This design comes from an exercise in tuning for small area, a short achievable clock period and few clock cycles on the open sky130 flow, not from production work.
In this exercise RTL edits were held to simulation tests only and were not proved equivalent to the original.
Power figures rest on the tool's default switching activity, not on a simulated workload.

**design.v**
```verilog
module cla16 (
  input  [15:0] a,
  input  [15:0] b,
  input         ci,
  output [15:0] s,
  output        co);
  wire [15:0] g0 = a & b;
  wire [15:0] p0 = a ^ b;
  wire [15:0] g1, p1, g2, p2, g3, p3, g4, p4;
  genvar i;
  generate for (i = 0; i < 16; i = i + 1) begin : pfx
    if (i % 2 == 1) begin : l1
      assign g1[i] = g0[i] | (p0[i] & g0[i - 1]);
      assign p1[i] = p0[i] & p0[i - 1];
    end else begin : l1n
      assign g1[i] = g0[i]; assign p1[i] = p0[i];
    end
    if (i % 4 >= 2) begin : l2
      assign g2[i] = g1[i] | (p1[i] & g1[(i / 4) * 4 + 1]);
      assign p2[i] = p1[i] & p1[(i / 4) * 4 + 1];
    end else begin : l2n
      assign g2[i] = g1[i]; assign p2[i] = p1[i];
    end
    if (i % 8 >= 4) begin : l3
      assign g3[i] = g2[i] | (p2[i] & g2[(i / 8) * 8 + 3]);
      assign p3[i] = p2[i] & p2[(i / 8) * 8 + 3];
    end else begin : l3n
      assign g3[i] = g2[i]; assign p3[i] = p2[i];
    end
    if (i >= 8) begin : l4
      assign g4[i] = g3[i] | (p3[i] & g3[7]);
      assign p4[i] = p3[i] & p3[7];
    end else begin : l4n
      assign g4[i] = g3[i]; assign p4[i] = p3[i];
    end
  end endgenerate
  wire [16:0] c = {g4 | (p4 & {16{ci}}), ci};
  assign s  = p0 ^ c[15:0];
  assign co = c[16];
endmodule
module proc (
  input         clk,
  input         rst,
  output [15:0] imem_addr,
  input  [15:0] imem_rdata,
  input         imem_ready,
  output [15:0] dmem_addr,
  output [15:0] dmem_wdata,
  output        dmem_rd,
  output        dmem_wr,
  input  [15:0] dmem_rdata,
  input         dmem_ready,
  output        halt);
  localparam [15:0] NOP = 16'h0800;
  reg [4:0] op;            
  reg [1:0] fn;            
  reg [2:0] wsel;          
  reg [15:0] y;            
  reg [15:0] pc2;
  reg f_inv, f_redir, f_ld, f_st;
  reg [15:0] r0, r1, r2, r3, r4, r5, r6, r7;
  wire op_halt  = (op == 5'b00000);
  wire op_j     = (op == 5'b00100);
  wire op_jr    = (op == 5'b00101);
  wire op_jal   = (op == 5'b00110);
  wire op_jalr  = (op == 5'b00111);
  wire op_addi  = (op == 5'b01000);
  wire op_subi  = (op == 5'b01001);
  wire op_xori  = (op == 5'b01010);
  wire op_andni = (op == 5'b01011);
  wire op_br    = (op[4:2] == 3'b011);
  wire op_st    = (op == 5'b10000);
  wire op_ld    = (op == 5'b10001);
  wire op_slbi  = (op == 5'b10010);
  wire op_stu   = (op == 5'b10011);
  wire op_shi   = (op[4:2] == 3'b101);
  wire op_lbi   = (op == 5'b11000);
  wire op_btr   = (op == 5'b11001);
  wire op_shr   = (op == 5'b11010);
  wire op_ar    = (op == 5'b11011);
  wire op_set   = (op[4:2] == 3'b111);
  wire op_mem   = f_ld | f_st;
  wire inv      = f_inv;                           
  function [15:0] rsel;
    input [2:0] s;
    input [15:0] a0, a1, a2, a3, a4, a5, a6, a7;
    case (s)
      3'd0: rsel = a0; 3'd1: rsel = a1; 3'd2: rsel = a2; 3'd3: rsel = a3;
      3'd4: rsel = a4; 3'd5: rsel = a5; 3'd6: rsel = a6; default: rsel = a7;
    endcase
  endfunction
  reg  [15:0] rs, rt;
  wire [15:0] rfa = rsel(imem_rdata[10:8], r0, r1, r2, r3, r4, r5, r6, r7);
  wire [15:0] rfb = rsel(imem_rdata[7:5],  r0, r1, r2, r3, r4, r5, r6, r7);
  wire [15:0] x = rs;
  wire [16:0] sum;
  cla16 add (.a(x), .b(y), .ci(inv), .s(sum[15:0]), .co(sum[16]));
  wire [3:0] cnt  = y[3:0];
  wire [1:0] sk   = op_shr ? fn : op[1:0];         
  wire [3:0] lamt = sk[1] ? (4'd0 - cnt) : cnt;
  wire [31:0] dbl = {rs, rs} << lamt;
  wire [15:0] rot = dbl[31:16];
  wire [15:0] mask_l = 16'hffff << cnt;
  wire [15:0] mask_r = 16'hffff >> cnt;
  wire [15:0] smask = ~sk[0] ? 16'hffff : sk[1] ? mask_r : mask_l;
  wire [15:0] shres = rot & smask;
  wire [15:0] xr = rs ^ y;
  wire eq  = ~|xr;                                
  wire ne  = ~&xr;                                 
  wire ovf = ~(y[15] ^ rs[15]) & (sum[15] ^ y[15]);
  wire ge  = ~(sum[15] ^ ovf);                     
  reg setbit;
  always @* begin
    case (op[1:0])
      2'b00: setbit = eq;
      2'b01: setbit = ge & ne;                     
      2'b10: setbit = ge;                          
      default: setbit = sum[16];                   
    endcase
  end
  wire [15:0] btr;
  genvar g;
  generate for (g = 0; g < 16; g = g + 1) begin : rev
    assign btr[g] = rs[15 - g];
  end endgenerate
  wire arith = op_addi | op_subi | (op_ar & ~fn[1]) | op_stu;
  wire lxor  = op_xori | (op_ar & fn == 2'b10);
  wire landn = op_andni | (op_ar & fn == 2'b11);
  wire shf   = op_shi | op_shr;
  wire link  = op_jal | op_jalr;
  wire [15:0] res =
      ({16{arith}}  & sum[15:0])
    | ({16{lxor}}   & xr)
    | ({16{landn}}  & (rs & ~y))
    | ({16{shf}}    & shres)
    | ({16{op_set}} & {15'b0, setbit})
    | ({16{op_btr}} & btr)
    | ({16{op_lbi}} & y)
    | ({16{op_slbi}} & {rs[7:0], y[7:0]})
    | ({16{link}}   & pc2)
    | ({16{op_ld}}  & dmem_rdata);
  wire misal = op_mem & sum[0];
  assign dmem_addr  = {sum[15:1], 1'b0};
  assign dmem_wdata = rt;
  assign dmem_rd    = f_ld & ~sum[0];
  assign dmem_wr    = f_st & ~sum[0];
  wire stop = op_halt | misal;
  wire hold = stop | ((dmem_rd | dmem_wr) & ~dmem_ready);
  assign halt = stop;
  wire wr = arith | lxor | landn | shf | op_set | op_btr | op_lbi | op_slbi | link | op_ld;
  wire we = wr & ~hold;
  always @(posedge clk) begin
    if (we && wsel == 3'd0) r0 <= res;
    if (we && wsel == 3'd1) r1 <= res;
    if (we && wsel == 3'd2) r2 <= res;
    if (we && wsel == 3'd3) r3 <= res;
    if (we && wsel == 3'd4) r4 <= res;
    if (we && wsel == 3'd5) r5 <= res;
    if (we && wsel == 3'd6) r6 <= res;
    if (we && wsel == 3'd7) r7 <= res;
  end
  wire [15:0] nxt = f_redir ? sum[15:0] : pc2;
  wire [15:0] nxt2 = nxt + 16'd2;
  assign imem_addr = {nxt[15:1], 1'b0};
  wire [15:0] fi = imem_rdata;
  wire [4:0] fo = fi[15:11];
  wire [4:0] fop = imem_ready ? fo : NOP[15:11];
  wire f_pc  = (fo[4:2] == 3'b011) | (fo == 5'b00100) | (fo == 5'b00110);    
  wire f_sub = (fo == 5'b01001) | (fo == 5'b11011 && fi[1:0] == 2'b01)        
             | (fo == 5'b11101) | (fo == 5'b11110);                          
  wire [15:0] rsb = (wr && wsel == imem_rdata[10:8]) ? res : rfa;
  wire [15:0] rtb = (wr && wsel == imem_rdata[7:5])  ? res : rfb;
  wire f_rfmt = (fo == 5'b11011) | (fo == 5'b11010) | (fo[4:2] == 3'b111);
  wire f_cond = fo[1] ? (rsb[15] ^ fo[0]) : ((rsb == 16'b0) ^ fo[0]);
  wire f_j    = (fo == 5'b00100) | (fo == 5'b00110);                          
  wire f_imm8 = (fo[4:2] == 3'b011) | (fo == 5'b00101) | (fo == 5'b00111)     
              | (fo == 5'b11000) | (fo == 5'b10010);                          
  wire f_zx5  = (fo == 5'b01010) | (fo == 5'b01011);                          
  wire [15:0] f_imm = f_j    ? {{5{fi[10]}}, fi[10:0]}
                    : f_imm8 ? {{8{fi[7]}}, fi[7:0]}
                    : {{11{fi[4] & ~f_zx5}}, fi[4:0]};
  wire [2:0] f_wsel = (fo == 5'b00110 || fo == 5'b00111) ? 3'd7               
                    : (fo == 5'b11000 || fo == 5'b10010 || fo == 5'b10011) ? fi[10:8]   
                    : (fo[4:3] == 2'b11) ? fi[4:2]                              
                    : fi[7:5];
  always @(posedge clk) begin
    if (!hold) begin
      rs <= f_pc ? nxt2 : (rsb ^ {16{f_sub}});
      rt <= rtb;
      y  <= f_rfmt ? rtb : f_imm;
      fn   <= fi[1:0];
      wsel <= f_wsel;
      f_inv   <= f_sub;
    end
    if (rst) begin
      op  <= NOP[15:11];
      pc2 <= 16'h0000;
      {f_redir, f_ld, f_st} <= 3'b0;
    end else if (!hold) begin
      op  <= fop;
      pc2 <= imem_ready ? nxt2 : nxt;
      f_redir <= (fop[4:2] == 3'b001) | ((fop[4:2] == 3'b011) & f_cond);
      f_ld    <= (fop == 5'b10001);
      f_st    <= (fop == 5'b10000) | (fop == 5'b10011);
    end
  end
endmodule
```
**flow/run.sh**
```bash
#!/bin/bash
# The standard layout, with two changes: ports are buffered with buf_1 cells
# (instead of the clkdlybuf4s50_1 that buffer_ports picks by default), and
# the resizer may change a cell's footprint when it sizes cells up or down.
set -euo pipefail
bash standard.sh MATCH_CELL_FOOTPRINT=0 SETUP_SLACK_MARGIN=5.5 "BUFFER_PORTS_ARGS=-buffer_cell sky130_fd_sc_hd__buf_1" finish > flow_make.log 2>&1
```
**standard.sh**
```bash
#!/bin/bash
# synth_recipe.tcl (not shown) runs the flow's synth.tcl, then flattens the netlist and writes it again
# the make line also repeats each setting of config.mk as NAME=value (left out here)
make -C /OpenROAD-flow-scripts/flow DESIGN_CONFIG=/design/flow/config.mk WORK_HOME=/design/flow/orfs CLKGATE_MAP_FILE= SYNTH_SCRIPT=/design/flow/synth_recipe.tcl "${@:-finish}"
```
**config.mk**
```make
export PLATFORM = sky130hd
export DESIGN_NAME = proc
export DESIGN_NICKNAME = proc
export VERILOG_FILES = /design/flow/design.v
export SDC_FILE = /design/flow/constraint.sdc
export NUM_CORES = 4
export LEC_CHECK = 0
export ABC_AREA = 1
export CAP_MARGIN = 20
export CORE_MARGIN = 2
export CORE_UTILIZATION = 60
export SETUP_SLACK_MARGIN = 5
export SLEW_MARGIN = 20
export TNS_END_PERCENT = 0
```
**constraint.sdc**
```tcl
create_clock -name core_clock -period 10.0 [get_ports {clk}]
set_input_delay 2.0000 -clock core_clock [delete_from_list [all_inputs] [get_ports {clk}]]
set_output_delay 2.0000 -clock core_clock [all_outputs]
set_load 0.01 [all_outputs]
```
==> results of run 1 <==
cell usage in the layout (no fill, tap or decap), types with 25 or more instances in the layout:
cell type | Yosys | routed
a21oi_1 | 77 | 73
buf_1 | 0 | 76
buf_4 | 22 | 59
edfxtp_1 | 182 | 182
inv_1 | 250 | 240
nand2_1 | 371 | 359
nand2_2 | 23 | 30
nand3_1 | 173 | 170
nand4_1 | 25 | 25
nor2_1 | 107 | 101
o21ai_0 | 81 | 76
o22ai_1 | 67 | 67
per-stage QoR:
stage | utilization (%) | instances | total power (uW)
floorplan | - | 1756 | 1680
global placement | 62.5 | 2099 | 1950
detailed placement | 62.5 | 2099 | 1950
CTS | 68.1 | 2179 | 2870
global route | 68.9 | 2188 | 3050
finish | 68.9 | 2188 | 2940
flip-flops by register name, summed over array words and instances (netlist names):
signal   flops
f_inv        1
f_ld         1
f_redir      1
f_st         1
fn           2
op           5
pc2         16
r0          16
r1          16
r2          16
r3          16
r4          16
r5          16
r6          16
r7          16
rs          16
rt          16
wsel         3
y           16
per-layer routing:
layer,up-vias,GRT usage (%),share of wire (%)
li1,6202,-,-
met4,4,24.5,6.9
met3,232,7.83,10
met2,936,65.1,46
met5,-,0,0.053
met1,6445,51.3,37
worst min-delay path: stages, from the launching register on:
cell	delay (ns)
dfxtp_1	0.31
nand2_1	0.06
a21oi_1	0.05
kinds of logic (layout without fill, tap and decap cells):
family          Yosys count  in the layout
simple gates            774            775
buf+inv                 352            464
compound gates          336            336
flops                   206            206
fa+ha+maj                38             38
xor+xnor                 34             34
mux                      14             14
other cells               1              2
cell type report:
class | count | area [sq um]
well taps | 319 | 399
inverters | 270 | 1030
clock buffers | 24 | 558
fillers | 1945 | 7260
multi-input cells | 1199 | 7100
clock inverters | 16 | 151
flip-flops and latches | 206 | 5950
repair buffers | 154 | 888
worst min path at each step:
stage | end | slack [ns] | cells after the start
global placement | pc2[14] | 0.45 | 2
floorplan | pc2[10] | 0.44 | 2
CTS | pc2[6] | 0.47 | 2
finish | pc2[6] | 0.47 | 2
detailed placement | pc2[6] | 0.46 | 2
global route | pc2[14] | 0.49 | 2
what timing repair did:
item                                    4_1_cts  5_1_grt
buffers inserted                             39        9
pin swaps                                    11       15
gates resized for setup                      81       32
endpoints found under the setup margin       33       24
cloned                                        1        0
report_power, final:
group | switching (uW) | internal (uW) | leakage (uW)
Combinational | 694 | 346 | 0.00456
Sequential | 59.1 | 1030 | 0.00196
Clock | 354 | 458 | 0.000349
Total | 1110 | 1830 | 0.00687
==> flow_summary_export.csv, run 1 <==
group,metric,value,unit
outcome,status,"no timing/DRC/antenna violations",
setup_path,critPathLaunchType,"flop",
logic_synthesis,synth-simple-area-share,25.5,%
final_layout,area_growth,13.1,%
final_layout,fin_nets,1927,
setup_path,cpLargestDelayFamily,"compound AO/OA/AOI/OAI gates",
drt,ant_nets,0,
floorplan,die_w,158,microns
logic_synthesis,synthAdderAreaFrac,3.40,%
floorplan,ios,87,
logic_synthesis,synth_area_leader_cell,"edfxtp_1",
global_routing,grt_pass1_vias,12823,
setup_path,path_cells,"inv_2 > ha_4 > inv_4 > a21o_1 > a21oi_2 > buf_6 > nand3_4 > a21oi_2 > and2_4 > nand2_1 > o21ai_4 > buf_2",
logic_synthesis,synth_xor_area_share,2.36,%
setup_path,crit_fanout,5,
cts,clk_pin_slew,0.06,ns
final_layout,diodes,0,
setup_path,crit_end,"imem_addr[9]",
logic_synthesis,yosys_most_used_dff,"edfxtp_1",
setup_path,startpoint,"y[7]",
sta,drv_slew,0,
cts,cts_sinks,206,
sta,period_needed,4.68,ns
logic_synthesis,yosysSeqAreaShare,41.9,%
min_path,min_from,"pc2[6]",
sta,finalWorstSetupSlack,5.32,ns
drt,wl_per_cell,23.4,microns
sta,fin_setup_tns,0,ns
sta,max_slew.worst_pin.slew,0.912,ns
cts,cts_root_buffer,"clkbuf_16",
drt,num_vias,13819,
sta,rsz0062_at_grt,"yes",
setup_path,slowest_stage,"edfxtp_1",
setup_path,r2r_start,"rs[0]",
placed_design,place_congestion,1.02,
setup_path,cp_num_buf_inv,4,
drt,first_pass_iters,7,
min_path,worstHoldPathType,"flop to flop",
setup_path,max_stage_delay,0.42,ns
setup_path,arrival,2.68,ns
floorplan,die_h,158,microns
sta,max_freq,214,MHz
setup_path,r2r_cells,17,
logic_synthesis,muxShareOfSynthArea,1.10,%
sta,hold_viol_final,0,
cts,hold_buffers,0,
logic_synthesis,yosysMostFrequentCell,"nand2_1",
drt,wl,51100,microns
logic_synthesis,synth.avg_cell_area,8.09,sq um
placed_design,io_buffers,84,
logic_synthesis,synth_area,14200,sq um
logic_synthesis,synth_top_family_by_area,"simple AND/OR/NAND/NOR gates",
global_routing,grt-ovfl-total,0,
cts,insertion_delay,0.54,ns
setup_path,r2r-end,"pc2[13]",
drt,avgViaCountPerCell,6.32,
floorplan,die_area,24900,sq um
pwr,ir_worst_vdd,0.000188,V
setup_path,cp.required,8.00,ns
floorplan,start_util,60.9,%
logic_synthesis,yosys_warnings,1,
logic_synthesis,postSynth.asyncResetShare,0,%
cts,cts_inserted_buffers,22,
drt,drtIter0Drc,1817,
logic_synthesis,synthCells,1755,
logic_synthesis,ys_types,67,
logic_synthesis,synth.top_cell.area_share,38.5,%
setup_path,r2r_slack,6.15,ns
global_routing,antenna_found_initial,2,
sta,holdWs,0.467,ns
floorplan,row_count,56,
cts,htree_levels,1,
final_layout,drive_gt1_share,15.2,%
logic_synthesis,synth_area_leaders,"edfxtp_1, nand2_1, inv_1",
cts,cts_tree,"built",
logic_synthesis,synth_edf_count,182,
sta,slew_headroom,37.6,%
logic_synthesis,synth_seq_cells,206,
job,cap_viol_max_count,0,
sta,finalSetupViolCount,0,
floorplan,core,23300,sq um
placed_design,dp_slack,4.87,ns
logic_synthesis,synth_common_cells,"nand2_1, inv_1, edfxtp_1",
pwr,power_per_cell_area,183,nW/um^2
logic_synthesis,synth_compound_area_share,14.9,%
setup_path,end_kind,"primary output",
setup_path,crit_cells,12,
sta,fin_crit_sh,46.8,%
cts,clockBufferDepth,3,
global_routing,grtUsageTotal,40.7,%
global_routing,grt_max_degree,64,
setup_path,critical_path_class,"flop to primary output",
final_layout,stdcell_area,16100,sq um
sta,fin_skew,0.0156,ns
global_routing,grt_pass1_wl,75400,microns
drt,drc_errors,0,
setup_path,cpMostUsedCell,"a21oi_2",
pwr,leakagePower,0.00687,uW
placed_design,placed_cell_area,14600,sq um
placed_design,place_hpwl,36700,microns
Testbench counts, summed over its fixed seeds: cycles 20,438.
==> run 2: changes to the inputs <==
--- a/config.mk
+++ b/config.mk
@@ -9,5 +9,6 @@
 export CAP_MARGIN = 20
 export CORE_MARGIN = 2
-export CORE_UTILIZATION = 60
+export CORE_UTILIZATION = 65
+export PLACE_DENSITY = 0.7
 export SETUP_SLACK_MARGIN = 5
 export SLEW_MARGIN = 20
==> run 2 against run 1 <==
  * Synthesized cell count unchanged
  * Power fell by 1.2%
  * Die area decreased by 7.5%
  * Highest routed layer is now met4
  * Largest cell class unchanged
  * Setup slack got worse by 0.016 ns
  * Fmax is 0.33% lower
  * Via count rose by 0.77%
==> flow_summary_export.csv, run 2 <==
group,metric,value,unit
outcome,status,"no timing/DRC/antenna violations",
logic_synthesis,synthCells,1755,
floorplan,die_h,152,microns
logic_synthesis,yosysMostFrequentCell,"nand2_1",
pwr,leakagePower,0.00677,uW
floorplan,die_w,152,microns
sta,fin_crit_sh,47.0,%
sta,drv_slew,0,
logic_synthesis,synth_area_leader_cell,"edfxtp_1",
setup_path,max_stage_delay,0.46,ns
setup_path,cpLargestDelayFamily,"simple AND/OR/NAND/NOR gates",
cts,cts_inserted_buffers,22,
cts,insertion_delay,0.53,ns
logic_synthesis,postSynth.asyncResetShare,0,%
floorplan,ios,87,
final_layout,fin_nets,1918,
sta,period_needed,4.70,ns
logic_synthesis,synth_area,14200,sq um
cts,clockBufferDepth,3,
global_routing,met1_usage,52.9,%
sta,max_freq,213,MHz
sta,finalSetupViolCount,0,
final_layout,layout_common_cells,"nand2_1, inv_1, edfxtp_1, nand3_1, nor2_1",
global_routing,grt-ovfl-total,0,
setup_path,end_kind,"primary output",
drt,drc_errors,0,
sta,max_slew.worst_pin.slew,1.13,ns
final_layout,fill_cells,1668,
final_layout,area_growth,11.6,%
cts,cts_tree,"built",
logic_synthesis,yosys_most_used_dff,"edfxtp_1",
logic_synthesis,synth_seq_cells,206,
drt,wl_per_cell,23.4,microns
setup_path,r2r_start,"rs[0]",
job,cap_viol_max_count,0,
setup_path,cp.required,8.00,ns
setup_path,critPathLaunchType,"flop",
final_layout,seq_area,5950,sq um
logic_synthesis,synth_edf_count,182,
setup_path,crit_fanout,10,
final_layout,stdcell_area,15800,sq um
floorplan,row_count,54,
logic_synthesis,ys_types,67,
setup_path,r2r_slack,6.14,ns
logic_synthesis,synth.top_cell.area_share,38.5,%
placed_design,io_buffers,84,
floorplan,start_util,65.7,%
drt,num_vias,13926,
setup_path,startpoint,"y[2]",
drt,drtIter0Drc,2205,
global_routing,antenna_found_initial,1,
sta,finalWorstSetupSlack,5.30,ns
pwr,fin_total_pwr,2900,uW
placed_design,dp_slack,4.80,ns
cts,clk_pin_slew,0.06,ns
drt,first_pass_iters,8,
logic_synthesis,synth.avg_cell_area,8.09,sq um
logic_synthesis,synth_area_leaders,"edfxtp_1, nand2_1, inv_1",
sta,fin_setup_tns,0,ns
final_layout,multi_input_area,7020,sq um
sta,fin_skew,0.0294,ns
global_routing,grt_pass1_wl,75100,microns
sta,slew_headroom,24.2,%
setup_path,arrival,2.70,ns
logic_synthesis,synth_common_cells,"nand2_1, inv_1, edfxtp_1",
drt,ant_nets,0,
floorplan,core,21600,sq um
global_routing,grt_max_degree,60,
setup_path,path_cells,"buf_6 > ha_1 > a21oi_2 > nand2_2 > nand2_4 > nand3_4 > buf_6 > nand2_2 > nand2_1 > and2_4 > nand2_2 > o21ai_4 > buf_2",
logic_synthesis,yosysSeqAreaShare,41.9,%
global_routing,use_met2,66.9,%
sta,rsz0062_at_grt,"yes",
pwr,ir_worst_vdd,0.000233,V
sta,hold_viol_final,0,
cts,cts_sinks,206,
global_routing,top_usage_layer,"met2",
logic_synthesis,yosys_warnings,1,
cts,hold_buffers,0,
cts,htree_levels,1,
placed_design,place_congestion,1.03,
cts,cts_root_buffer,"clkbuf_16",
setup_path,slowest_stage,"edfxtp_1",
setup_path,cpMostUsedCell,"nand2_2",
drt,avgViaCountPerCell,6.52,
global_routing,grt_pass1_vias,13134,
setup_path,cp_num_buf_inv,3,
final_layout,drive_gt1_share,13.9,%
sta,holdWs,0.470,ns
min_path,worstHoldPathType,"flop to flop",
global_routing,met3_usage,7.62,%
final_layout,layout_commonest_cell,"nand2_1",
drt,wl,50000,microns
global_routing,grtUsageTotal,42.0,%
min_path,min_from,"pc2[10]",
placed_design,placed_cell_area,14500,sq um
placed_design,place_hpwl,35900,microns
floorplan,die_area,23100,sq um
setup_path,critical_path_class,"flop to primary output",
pwr,power_per_cell_area,183,nW/um^2
[run 2: cell types whose count changed in the layout (fill, tap and decap cells not counted), sizes merged]
cell    change
clkinv      -9
inv         +2
diode       +1
clkbuf      +1
buf         -8
[run 2: area by class of cell]
type / instances / share of cell area, %
Sequential cell: 206 / 37.5
Inverter: 270 / 6.50
Clock inverter: 9 / 0.647
Antenna cell: 1 / 0.0158
Multi-Input combinational cell: 1199 / 44.3
Timing Repair Buffer: 145 / 5.09
Tap cell: 280 / 2.21
Clock buffer: 26 / 3.70
[run 2: final timing paths]
kind / end / depth (start not counted)
hold reg to reg: pc2[10] / 2
setup reg to reg: r2[1] / 11
setup / recovery: imem_addr[9] / 13
hold / removal: pc2[10] / 2
[run 2: cells by family (layout without fill, tap and decap cells)]
logic type,count (synthesis),after routing,synth area share (%)
AOI/OAI and AO/OA,336,336,14.9
buffers and inverters,352,450,10.8
DFF,206,206,41.9
other,1,3,0.0264
adders and majority gates,38,38,3.40
and+or+nand+nor,774,775,25.5
muxes,14,14,1.10
xor gates and xnor gates,34,34,2.36
[run 2: where the power goes]
| group | internal [uW] | switching [uW] | leakage, uW | total (uW) |
|---|---|---|---|---|
| clock network | 469 | 338 | 0.000335 | 807 |
| logic | 330 | 683 | 0.00448 | 1010 |
| registers | 1030 | 56.1 | 0.00196 | 1080 |
| total | 1830 | 1080 | 0.00677 | 2900 |
[run 2: through the flow]
stage          instances  util (%)
2_1_floorplan       1756         -
3_3_place_gp        2059      67.2
3_5_place_dp        2059      67.2
4_1_cts             2127      72.6
5_1_grt             2135      73.3
6_report            2136      73.3
[run 2: worst min-delay path, cell delays in order, from the launching register on]
cell and delay [ns]:
dfxtp_1 0.31, nand2_1 0.06, a21oi_1 0.05
[run 2: timing repair]
item / CTS / global route
buffers inserted: 32 / 8
pin swaps: 14 / 11
setup endpoints to repair: 34 / 26
gates cloned: 1 / 0
gates resized for setup: 66 / 22
[run 2: routing by layer]
| metal | vias up | part of all wire, % |
|---|---|---|
| met5 | - | 0 |
| met4 | 0 | 7.6 |
| met3 | 251 | 12 |
| met2 | 1118 | 45 |
| met1 | 6362 | 35 |
| li1 | 6195 | - |
==> run 3: changes to the inputs <==
==> flow/run.sh (replaced) <==
#!/bin/bash
# The standard layout, with two changes: ports are buffered with buf_1 cells
# (instead of the clkdlybuf4s50_1 that buffer_ports picks by default), and
# the resizer may change a cell's footprint when it sizes cells up or down.
set -euo pipefail
bash standard.sh MATCH_CELL_FOOTPRINT=0 "BUFFER_PORTS_ARGS=-buffer_cell sky130_fd_sc_hd__buf_1" finish > flow_make.log 2>&1
==> run 3 against run 2 <==
  * Final area down 2.4%
  * Register-to-register slack better by 0.03 ns
  * Synthesized cell count unchanged
  * Count of clock-buffer cells in the layout unchanged
  * Wire length down 0.85%
  * Flip-flop and latch count unchanged
  * Sequential power about the same
  * Sequential share of layout area up 0.94 points
  * Largest cell class unchanged
  * Highest routed layer unchanged
==> flow_summary_export.csv, run 3 <==
group,metric,value,unit
setup_path,arrival,2.96,ns
logic_synthesis,synth.avg_cell_area,8.09,sq um
sta,rsz0062_at_grt,"yes",
logic_synthesis,ys_types,67,
pwr,p_sw,1050,uW
floorplan,die_area,23100,sq um
drt,first_pass_iters,7,
global_routing,grt-ovfl-total,0,
sta,max_freq,202,MHz
placed_design,io_buffers,84,
sta,drv_slew,0,
outcome,status,"no timing/DRC/antenna violations",
final_layout,diodes,0,
min_path,worstHoldPathType,"flop to flop",
final_layout,layout_commonest_cell,"nand2_1",
sta,holdWs,0.469,ns
global_routing,grtUsageTotal,41.3,%
cts,cts_root_buffer,"clkbuf_16",
pwr,p_clk_share,28.6,%
logic_synthesis,synth_edf_count,182,
sta,period_needed,4.96,ns
logic_synthesis,synth_common_cells,"nand2_1, inv_1, edfxtp_1",
setup_path,end_kind,"primary output",
drt,ant_nets,0,
sta,hold_viol_final,0,
final_layout,layout_common_cells,"nand2_1, inv_1, edfxtp_1, nand3_1, nor2_1",
sta,fin_skew,0.0311,ns
logic_synthesis,synth_area_leaders,"edfxtp_1, nand2_1, inv_1",
setup_path,path_cells,"inv_1 > ha_1 > inv_1 > a21o_1 > a21oi_4 > buf_4 > buf_4 > nand2_1 > nand2_1 > nand4_1 > nand2_2 > nand2_1 > o21ai_0 > clkbuf_2",
cts,cts_sinks,206,
setup_path,cp.required,8.00,ns
cts,cts_tree,"built",
sta,fin_crit_sh,49.6,%
floorplan,die_w,152,microns
setup_path,cpMostUsedCell,"nand2_1",
final_layout,fin_nets,1899,
logic_synthesis,synth_area,14200,sq um
drt,num_vias,13885,
drt,drtIter0Drc,2099,
placed_design,place_congestion,1.03,
sta,max_slew.worst_pin.slew,1.13,ns
global_routing,antenna_found_initial,1,
global_routing,grt_pass1_vias,12929,
setup_path,slowest_stage,"edfxtp_1",
sta,finalSetupViolCount,0,
logic_synthesis,synthCells,1755,
setup_path,crit_fanout,4,
logic_synthesis,postSynth.asyncResetShare,0,%
logic_synthesis,yosys_most_used_dff,"edfxtp_1",
pwr,leakagePower,0.00661,uW
logic_synthesis,yosysMostFrequentCell,"nand2_1",
floorplan,ios,87,
job,cap_viol_max_count,0,
cts,htree_levels,1,
logic_synthesis,yosysSeqAreaShare,41.9,%
floorplan,die_h,152,microns
sta,fin_setup_tns,0,ns
cts,clockBufferDepth,3,
setup_path,max_stage_delay,0.45,ns
final_layout,stdcell_area,15500,sq um
final_layout,finish.utilization,71.5,%
floorplan,start_util,65.7,%
logic_synthesis,synth_area_leader_cell,"edfxtp_1",
pwr,power_per_cell_area,183,nW/um^2
floorplan,core,21600,sq um
pwr,p_sw_share,37.1,%
cts,clk_pin_slew,0.06,ns
final_layout,area_growth,8.83,%
cts,cts_inserted_buffers,22,
global_routing,grt_pass1_wl,73900,microns
drt,wl_per_cell,23.4,microns
cts,insertion_delay,0.53,ns
pwr,ir_worst_vdd,0.000233,V
drt,avgViaCountPerCell,6.56,
final_layout,drive_gt1_share,11.2,%
drt,drc_errors,0,
sta,slew_headroom,24.2,%
pwr,combPwrFrac,33.0,%
placed_design,placed_cell_area,14500,sq um
pwr,seq_power_share,38.3,%
cts,hold_buffers,0,
logic_synthesis,synth.top_cell.area_share,38.5,%
setup_path,critical_path_class,"flop to primary output",
logic_synthesis,synth_seq_cells,206,
global_routing,grt_max_degree,60,
placed_design,place_hpwl,35900,microns
setup_path,critPathLaunchType,"flop",
drt,wl,49500,microns
logic_synthesis,yosys_warnings,1,
pwr,p_int,1780,uW
floorplan,row_count,54,
run 3: cell counts after synthesis:
No cell type changed its count.
run 3: final timing paths:
kind / start / endpoint / slack (ns) / cells past startpoint
worst max-delay path: y[7] / imem_addr[14] / 5.04 / 14
worst min-delay path: pc2[9] / pc2[9] / 0.47 / 2
worst max register to register: rs[1] / rs[13] / 6.17 / 15
worst min register to register: pc2[9] / pc2[9] / 0.47 / 2
run 3: cell families (layout without fill, tap and decap cells):
group | Yosys count | count (layout) | synth area share (%)
muxes | 14 | 14 | 1.10
xor gates and xnor gates | 34 | 34 | 2.36
AOI/OAI and AO/OA | 336 | 336 | 14.9
buffers and inverters | 352 | 431 | 10.8
adders and majority gates | 38 | 38 | 3.40
and+or+nand+nor | 774 | 775 | 25.5
other | 1 | 2 | 0.0264
DFF | 206 | 206 | 41.9
run 3: per-stage QoR:
stage	instances	setup WS, ns	total power (uW)
after floorplan	1756	5.52	1680
final	2116	5.04	2820
after detailed placement	2059	4.80	1940
after global placement	2059	4.96	1930
after CTS	2103	5.01	2750
after global routing	2116	4.95	2920
run 3: power groups by stage:
| stage | Clock [uW] | Combinational [uW] | Sequential (uW) |
|---|---|---|---|
| floorplan | 0 | 596 | 1080 |
| global placement | 0 | 824 | 1110 |
| detailed placement | 0 | 831 | 1110 |
| CTS | 808 | 862 | 1080 |
| global route | 834 | 996 | 1090 |
| finish | 809 | 933 | 1080 |
run 3: what timing repair did:
action,4_1_cts,5_1_grt
cloned,0,1
buffers inserted,9,12
endpoints found under the setup margin,29,6
gates resized for setup,6,20
pin swaps,0,4
run 3: worst max-delay path, delay by kind of cell, from the launching register on:
kind	cells	cell delay [ns]
adder cells (fa/ha/maj)	1	0.36
flip-flops	1	0.45
buffers and inverters	5	0.63
AND/OR/NAND/NOR	5	0.42
AO/OA/AOI/OAI	3	0.57
run 3: area by class of cell:
| type | instances | area [sq um] |
|---|---|---|
| timing repair buffer | 126 | 632 |
| inverter | 270 | 1030 |
| sequential | 206 | 5950 |
| tap | 280 | 350 |
| clock buffer | 26 | 587 |
| multi-input combinational | 1199 | 6820 |
| clock inverter | 9 | 103 |
| fill | 1699 | 6160 |
run 3: routing by layer:
metal / global-route usage, % / up-vias / wire length [microns]
met5: 0 / - / 0
met1: 52.1 / 6339 / 17400
met4: 26.2 / 0 / 3740
met2: 66.0 / 1144 / 22400
met3: 7.33 / 249 / 5950
li1: - / 6153 / -
==> run 4: changes to the inputs <==
--- a/config.mk
+++ b/config.mk
@@ -9,6 +9,5 @@
 export CAP_MARGIN = 20
 export CORE_MARGIN = 2
-export CORE_UTILIZATION = 65
-export PLACE_DENSITY = 0.7
+export CORE_UTILIZATION = 60
 export SETUP_SLACK_MARGIN = 5
 export SLEW_MARGIN = 20
==> run 4 against run 3 <==
  * Still clean on timing, DRC and antenna
  * Fmax grew 0.86%
  * Critical endpoint is now imem_addr[9]
  * Combinational power fell by 2.1%
  * Via count is 2.8% lower
  * Flip-flop and latch count stayed put
  * Sequential power about the same
==> flow_summary_export.csv, run 4 <==
group,metric,value,unit
sta,max_slew.worst_pin.slew,0.944,ns
setup_path,arrival,2.92,ns
pwr,ir_worst_vdd,0.000189,V
global_routing,use_met2,63.6,%
placed_design,place_hpwl,36700,microns
final_layout,fin_nets,1896,
setup_path,end_kind,"primary output",
logic_synthesis,synth_area_leader_cell,"edfxtp_1",
cts,clk_pin_slew,0.07,ns
drt,wl,50000,microns
setup_path,cp.required,8.00,ns
floorplan,ios,87,
drt,drc_errors,0,
final_layout,fill_cells,2005,
final_layout,area_growth,8.95,%
pwr,leakagePower,0.00660,uW
global_routing,grtUsageTotal,39.8,%
sta,hold_viol_final,0,
final_layout,diodes,0,
sta,fin_crit_sh,49.2,%
final_layout,drive_gt1_share,11.1,%
placed_design,dpl.cell_count,2099,
global_routing,grt_pass1_vias,12457,
sta,max_freq,203,MHz
floorplan,start_util,60.9,%
logic_synthesis,yosysSeqAreaShare,41.9,%
drt,avgViaCountPerCell,6.26,
placed_design,io_buffers,84,
cts,cts_inserted_buffers,22,
logic_synthesis,synth_edf_count,182,
setup_path,cp_num_buf_inv,2,
cts,cts_tree,"built",
cts,clockBufferDepth,3,
final_layout,final_cells,2157,
floorplan,core,23300,sq um
global_routing,grt-ovfl-total,0,
outcome,status,"no timing/DRC/antenna violations",
cts,cts_sinks,206,
logic_synthesis,postSynth.asyncResetShare,0,%
drt,drtIter0Drc,1814,
logic_synthesis,synth_seq_cells,206,
logic_synthesis,synth_area,14200,sq um
setup_path,critical_path_class,"flop to primary output",
logic_synthesis,synth_area_leaders,"edfxtp_1, nand2_1, inv_1",
global_routing,met1_usage,50.6,%
sta,drv_slew,0,
drt,ant_nets,0,
cts,insertion_delay,0.54,ns
logic_synthesis,yosys_most_used_dff,"edfxtp_1",
setup_path,crit_fanout,5,
global_routing,antenna_found_initial,1,
placed_design,place_congestion,1.02,
setup_path,max_stage_delay,0.48,ns
logic_synthesis,synth.top_cell.area_share,38.5,%
sta,fin_skew,0.0193,ns
cts,cts_root_buffer,"clkbuf_16",
logic_synthesis,yosys_warnings,1,
pwr,power_per_cell_area,182,nW/um^2
logic_synthesis,yosysMostFrequentCell,"nand2_1",
min_path,worstHoldPathType,"flop to flop",
logic_synthesis,synth_common_cells,"nand2_1, inv_1, edfxtp_1",
global_routing,top_usage_layer,"met2",
final_layout,layout_commonest_cell,"nand2_1",
drt,wl_per_cell,23.2,microns
global_routing,grt_max_degree,64,
drt,first_pass_iters,7,
logic_synthesis,synthCells,1755,
setup_path,critPathLaunchType,"flop",
sta,period_needed,4.92,ns
floorplan,die_area,24900,sq um
logic_synthesis,synth.avg_cell_area,8.09,sq um
global_routing,met3_usage,7.39,%
logic_synthesis,ys_types,67,
floorplan,row_count,56,
sta,fin_setup_tns,0,ns
floorplan,die_h,158,microns
setup_path,cpLargestDelayFamily,"simple AND/OR/NAND/NOR gates",
sta,rsz0062_at_grt,"yes",
setup_path,slowest_stage,"edfxtp_1",
sta,finalSetupViolCount,0,
global_routing,grt_pass1_wl,73700,microns
sta,slew_headroom,36.9,%
setup_path,path_cells,"ha_2 > nor2_2 > buf_4 > nand2_2 > nand2_1 > nand2_2 > nand3_4 > a21oi_1 > and2_1 > nand2_1 > o21ai_2 > buf_1",
cts,htree_levels,1,
final_layout,layout_common_cells,"nand2_1, inv_1, edfxtp_1, nand3_1, nor2_1",
drt,num_vias,13494,
job,cap_viol_max_count,0,
floorplan,die_w,158,microns
setup_path,r2r_slack,6.16,ns
final_layout,finish.utilization,66.3,%
run 4: worst register-to-register path, stage by stage, from the launching register on:
cell      delay [ns]
edfxtp_1        0.45
inv_4           0.15
ha_2            0.33
nor2_2          0.14
nand2_1         0.07
nand3_1         0.11
xor2_1          0.17
o21ai_0         0.40
ha_1            0.27
nand2_1         0.08
nor2_2          0.12
nand2_1         0.12
nor2_4          0.16
nand3_2         0.13
nor3_1          0.23
xor2_1          0.50
o21ai_0         0.14
run 4: power breakdown:
part           internal (uW)  switching [uW]  leakage, uW
Sequential              1030            58.1      0.00196
Clock                    458             356     0.000349
Combinational            270             643      0.00429
Total                   1750            1060      0.00660
run 4: cell families (layout without fill, tap and decap cells):
group,after synthesis,count (layout),share of synthesized area [%]
and+or+nand+nor,774,775,25.5
buffers and inverters,352,433,10.8
AOI/OAI and AO/OA,336,336,14.9
DFF,206,206,41.9
adders and majority gates,38,38,3.40
xor gates and xnor gates,34,34,2.36
muxes,14,14,1.10
other,1,2,0.0264
run 4: per-stage QoR:
stage	area (sq um)	power, uW	hold WS, ns	worst slack [ns]
finish	15500	2810	0.465	5.08
global route	15500	2920	0.488	4.98
CTS	15400	2770	0.470	5.05
detailed placement	14600	1950	0.461	4.87
global placement	14600	1950	0.455	4.98
floorplan	14200	1680	0.441	5.52
run 4: final timing paths:
kind                from           end  cells past startpoint
setup / recovery   rs[3]  imem_addr[9]                     12
setup reg to reg    y[1]        rs[13]                     16
hold / removal    pc2[6]        pc2[6]                      2
hold reg to reg   pc2[6]        pc2[6]                      2
run 4: timing repair:
action                     in CTS  in global routing
hold endpoints to repair        0                  0
gates resized for setup         6                 17
setup endpoints to repair      29                  8
setup buffers                  12                  5
hold buffers                    0                  0
gates cloned                    0                  1
pin swaps                       1                  2
run 4: area by class of cell:
class	instances	area, sq um	area share, %
sequential	206	5950	38.4
tap	319	399	2.58
clock buffer	24	558	3.61
timing repair buffer	123	611	3.95
inverter	270	1030	6.64
clock inverter	16	151	0.978
multi-input combinational	1199	6790	43.8
run 4: metal layers:
layer  part of all wire (%)  vias up
li1                       -     6142
met1                     37     6221
met2                     46      914
met5                  0.026        -
met3                     10      215
met4                    6.9        2
==> run 5: changes to the inputs <==
==> flow/run.sh (replaced) <==
#!/bin/bash
# The standard layout, with two changes: ports are buffered with buf_1 cells
# (instead of the clkdlybuf4s50_1 that buffer_ports picks by default), and
# the resizer may change a cell's footprint when it sizes cells up or down.
set -euo pipefail
bash standard.sh MATCH_CELL_FOOTPRINT=0 SETUP_SLACK_MARGIN=6 "BUFFER_PORTS_ARGS=-buffer_cell sky130_fd_sc_hd__buf_1" finish > flow_make.log 2>&1
==> run 5 against run 4 <==
  * Fmax up 4.5%
  * Final cell count up 1.3%
  * Clock skew up 0.022 ns
  * Highest routed layer is now met4
  * Count of clock-buffer cells in the layout up 2
  * Critical path depth unchanged
==> flow_summary_export.csv, run 5 <==
group,metric,value,unit
floorplan,die_w,158,microns
sta,max_freq,212,MHz
placed_design,place_hpwl,36400,microns
sta,drv_slew,0,
logic_synthesis,ys_types,67,
logic_synthesis,synth.avg_cell_area,8.09,sq um
global_routing,grt_max_degree,72,
setup_path,r2r-end,"rs[13]",
global_routing,antenna_found_initial,1,
cts,clk_pin_slew,0.06,ns
cts,cts_root_buffer,"clkbuf_16",
final_layout,diodes,0,
drt,avgViaCountPerCell,6.33,
pwr,power_per_cell_area,186,nW/um^2
drt,met1_length,19000,microns
logic_synthesis,synth_area,14200,sq um
logic_synthesis,synthCells,1755,
setup_path,critical_path_class,"flop to primary output",
placed_design,dp_slack,5.03,ns
drt,first_pass_iters,6,
drt,num_vias,13829,
sta,finalWorstSetupSlack,5.29,ns
floorplan,die_h,158,microns
floorplan,core,23300,sq um
global_routing,grtUsageTotal,39.8,%
cts,insertion_delay,0.54,ns
cts,cts_tree,"built",
global_routing,grt-ovfl-total,0,
logic_synthesis,synth_common_cells,"nand2_1, inv_1, edfxtp_1",
drt,route.met2.wl,22600,microns
min_path,holdPathStages,2,
setup_path,arrival,2.71,ns
outcome,status,"no timing/DRC/antenna violations",
placed_design,place_congestion,1.02,
sta,max_slew.worst_pin.slew,0.968,ns
sta,finalSetupViolCount,0,
setup_path,r2r_slack,6.27,ns
pwr,ir_worst_vdd,0.000164,V
placed_design,io_buffers,84,
floorplan,start_util,60.9,%
cts,htree_levels,1,
logic_synthesis,yosysSeqAreaShare,41.9,%
final_layout,area_growth,13.4,%
drt,drc_errors,0,
sta,period_needed,4.71,ns
final_layout,fill_cells,1967,
final_layout,layout_common_cells,"nand2_1, inv_1, edfxtp_1, nand3_1, nor2_1",
cts,cts_sinks,206,
sta,hold_viol_final,0,
drt,wl_met3,5400,microns
sta,rsz0062_at_grt,"yes",
logic_synthesis,yosys_most_used_dff,"edfxtp_1",
floorplan,ios,87,
logic_synthesis,synth_seq_cells,206,
drt,drtIter0Drc,2114,
sta,slew_headroom,35.5,%
setup_path,r2r_cells,18,
setup_path,end_kind,"primary output",
final_layout,drive_gt1_share,15.2,%
cts,cts_inserted_buffers,22,
logic_synthesis,synth.top_cell.area_share,38.5,%
job,cap_viol_max_count,0,
min_path,whs_endpoint,"pc2[5]",
setup_path,critPathLaunchType,"flop",
floorplan,die_area,24900,sq um
drt,wl,50500,microns
final_layout,layout_commonest_cell,"nand2_1",
cts,clockBufferDepth,3,
final_layout,fin_nets,1925,
sta,fin_crit_sh,47.1,%
min_path,min_from,"pc2[5]",
min_path,worstHoldPathType,"flop to flop",
logic_synthesis,synth_area_leaders,"edfxtp_1, nand2_1, inv_1",
logic_synthesis,synth_area_leader_cell,"edfxtp_1",
setup_path,r2r_start,"y[0]",
setup_path,cp.required,8.00,ns
pwr,leakagePower,0.00688,uW
logic_synthesis,synth_edf_count,182,
drt,ant_nets,0,
logic_synthesis,yosys_warnings,1,
sta,fin_skew,0.0414,ns
sta,fin_setup_tns,0,ns
logic_synthesis,yosysMostFrequentCell,"nand2_1",
drt,dr.max_layer_used,"met4",
logic_synthesis,postSynth.asyncResetShare,0,%
global_routing,grt_pass1_vias,12471,
floorplan,row_count,56,
global_routing,grt_pass1_wl,74200,microns
drt,wl_per_cell,23.1,microns
setup_path,crit_fanout,3,
[run 5: worst max-delay path, stage by stage (launching register included)]
cell and delay [ns]:
edfxtp_1 0.49, ha_4 0.36, inv_4 0.04, a21o_1 0.20
a21oi_4 0.22, buf_4 0.16, nand2_1 0.04, nand2_1 0.07
nand4_1 0.11, nand2_2 0.15, nand2_1 0.08, o21ai_2 0.11
clkbuf_2 0.17
[run 5: worst max-delay path by stage]
stage,cells past startpoint,endpoint,from,slack [ns]
floorplan,14,imem_addr[13],y[3],5.80
global placement,16,f_redir,imem_rdata[8],5.05
detailed placement,16,f_redir,imem_rdata[8],5.03
CTS,13,imem_addr[13],y[6],5.35
global route,14,imem_addr[15],y[9],5.21
finish,12,imem_addr[14],rs[7],5.29
[run 5: cell type report]
| type | instances | area [sq um] | share of cell area (%) |
|---|---|---|---|
| flip-flops and latches | 206 | 5950 | 36.9 |
| clock buffers | 26 | 587 | 3.64 |
| well taps | 319 | 399 | 2.48 |
| multi-input cells | 1199 | 7080 | 43.9 |
| repair buffers | 152 | 897 | 5.57 |
| inverters | 270 | 1040 | 6.45 |
| clock inverters | 14 | 170 | 1.06 |
[run 5: cell families after synthesis]
| kind of cell | after synthesis | synth area share [%] |
|---|---|---|
| buffers and inverters | 352 | 10.8 |
| DFF | 206 | 41.9 |
| other | 1 | 0.0264 |
| xor gates and xnor gates | 34 | 2.36 |
| adders and majority gates | 38 | 3.40 |
| muxes | 14 | 1.10 |
| and+or+nand+nor | 774 | 25.5 |
| AOI/OAI and AO/OA | 336 | 14.9 |
[run 5: layer usage]
layer	vias to the layer above	track usage, %
met5	-	0
met4	0	21.9
li1	6216	-
met2	957	63.0
met1	6432	51.9
met3	224	7.34
[run 5: per-stage QoR]
| stage | std cells | util (%) | total power (uW) | hold WS (ns) | cell area, sq um |
|---|---|---|---|---|---|
| 4_1_cts | 2174 | 68.5 | 2930 | 0.466 | 16000 |
| 3_5_place_dp | 2095 | 62.5 | 1960 | 0.457 | 14600 |
| 2_1_floorplan | 1756 | - | 1690 | 0.441 | 14300 |
| 3_3_place_gp | 2095 | 62.5 | 1960 | 0.452 | 14600 |
| 5_1_grt | 2186 | 69.1 | 3110 | 0.489 | 16100 |
| 6_report | 2186 | 69.1 | 3000 | 0.468 | 16100 |
[run 5: repair_timing]
action | 4_1_cts | 5_1_grt
endpoints found under the setup margin | 43 | 75
gates cloned | 2 | 0
pin swaps | 16 | 13
buffers inserted | 37 | 12
hold buffers | 0 | 0
gates resized for setup | 82 | 15
[run 5: where the power goes]
group	total, uW	internal, uW	switching (uW)
Clock	868	503	365
Sequential	1090	1030	64.5
Combinational	1040	348	697
Total	3000	1880	1130

==> static timing again, ports no longer ideal <==
How much do the figures lean on ideal ports? The routed layouts below were timed once more, with nothing changed but the port constraints.
Step 1, drivers: a clkbuf_16 drives clk and a buf_2 each remaining input, both assumed.
Step 2 moves the port delays by t, midway between the first and last clock arrival at a register: inputs arrive t later, outputs are due t later. That takes back most of the time a late clock gives input paths.
Slacks: no drivers / after step 1 / after step 2; pairs: no drivers / after step 1.
run	t, ns	setup WS [ns]	hold slack, ns	latest minus earliest clock arrival (ns)	worst slew at a driven data input, ns
run 1	0.582	5.319 / 5.267 / 4.857	0.467 / 0.467 / 0.467	0.016 / 0.016	0.06
run 2	0.565	5.303 / 5.253 / 4.817	0.470 / 0.470 / 0.470	0.029 / 0.029	0.04
run 3	0.561	5.038 / 4.989 / 4.752	0.469 / 0.469 / 0.469	0.031 / 0.031	0.04
run 4	0.580	5.080 / 5.030 / 4.901	0.465 / 0.465 / 0.465	0.021 / 0.020	0.06
run 5	0.564	5.293 / 5.246 / 4.856	0.468 / 0.468 / 0.468	0.044 / 0.044	0.05
After both steps setup and hold are still met in every run listed. For run 2, which loses most, drivers alone change the setup slack by -0.050 ns; drivers and shift together by -0.486 ns.
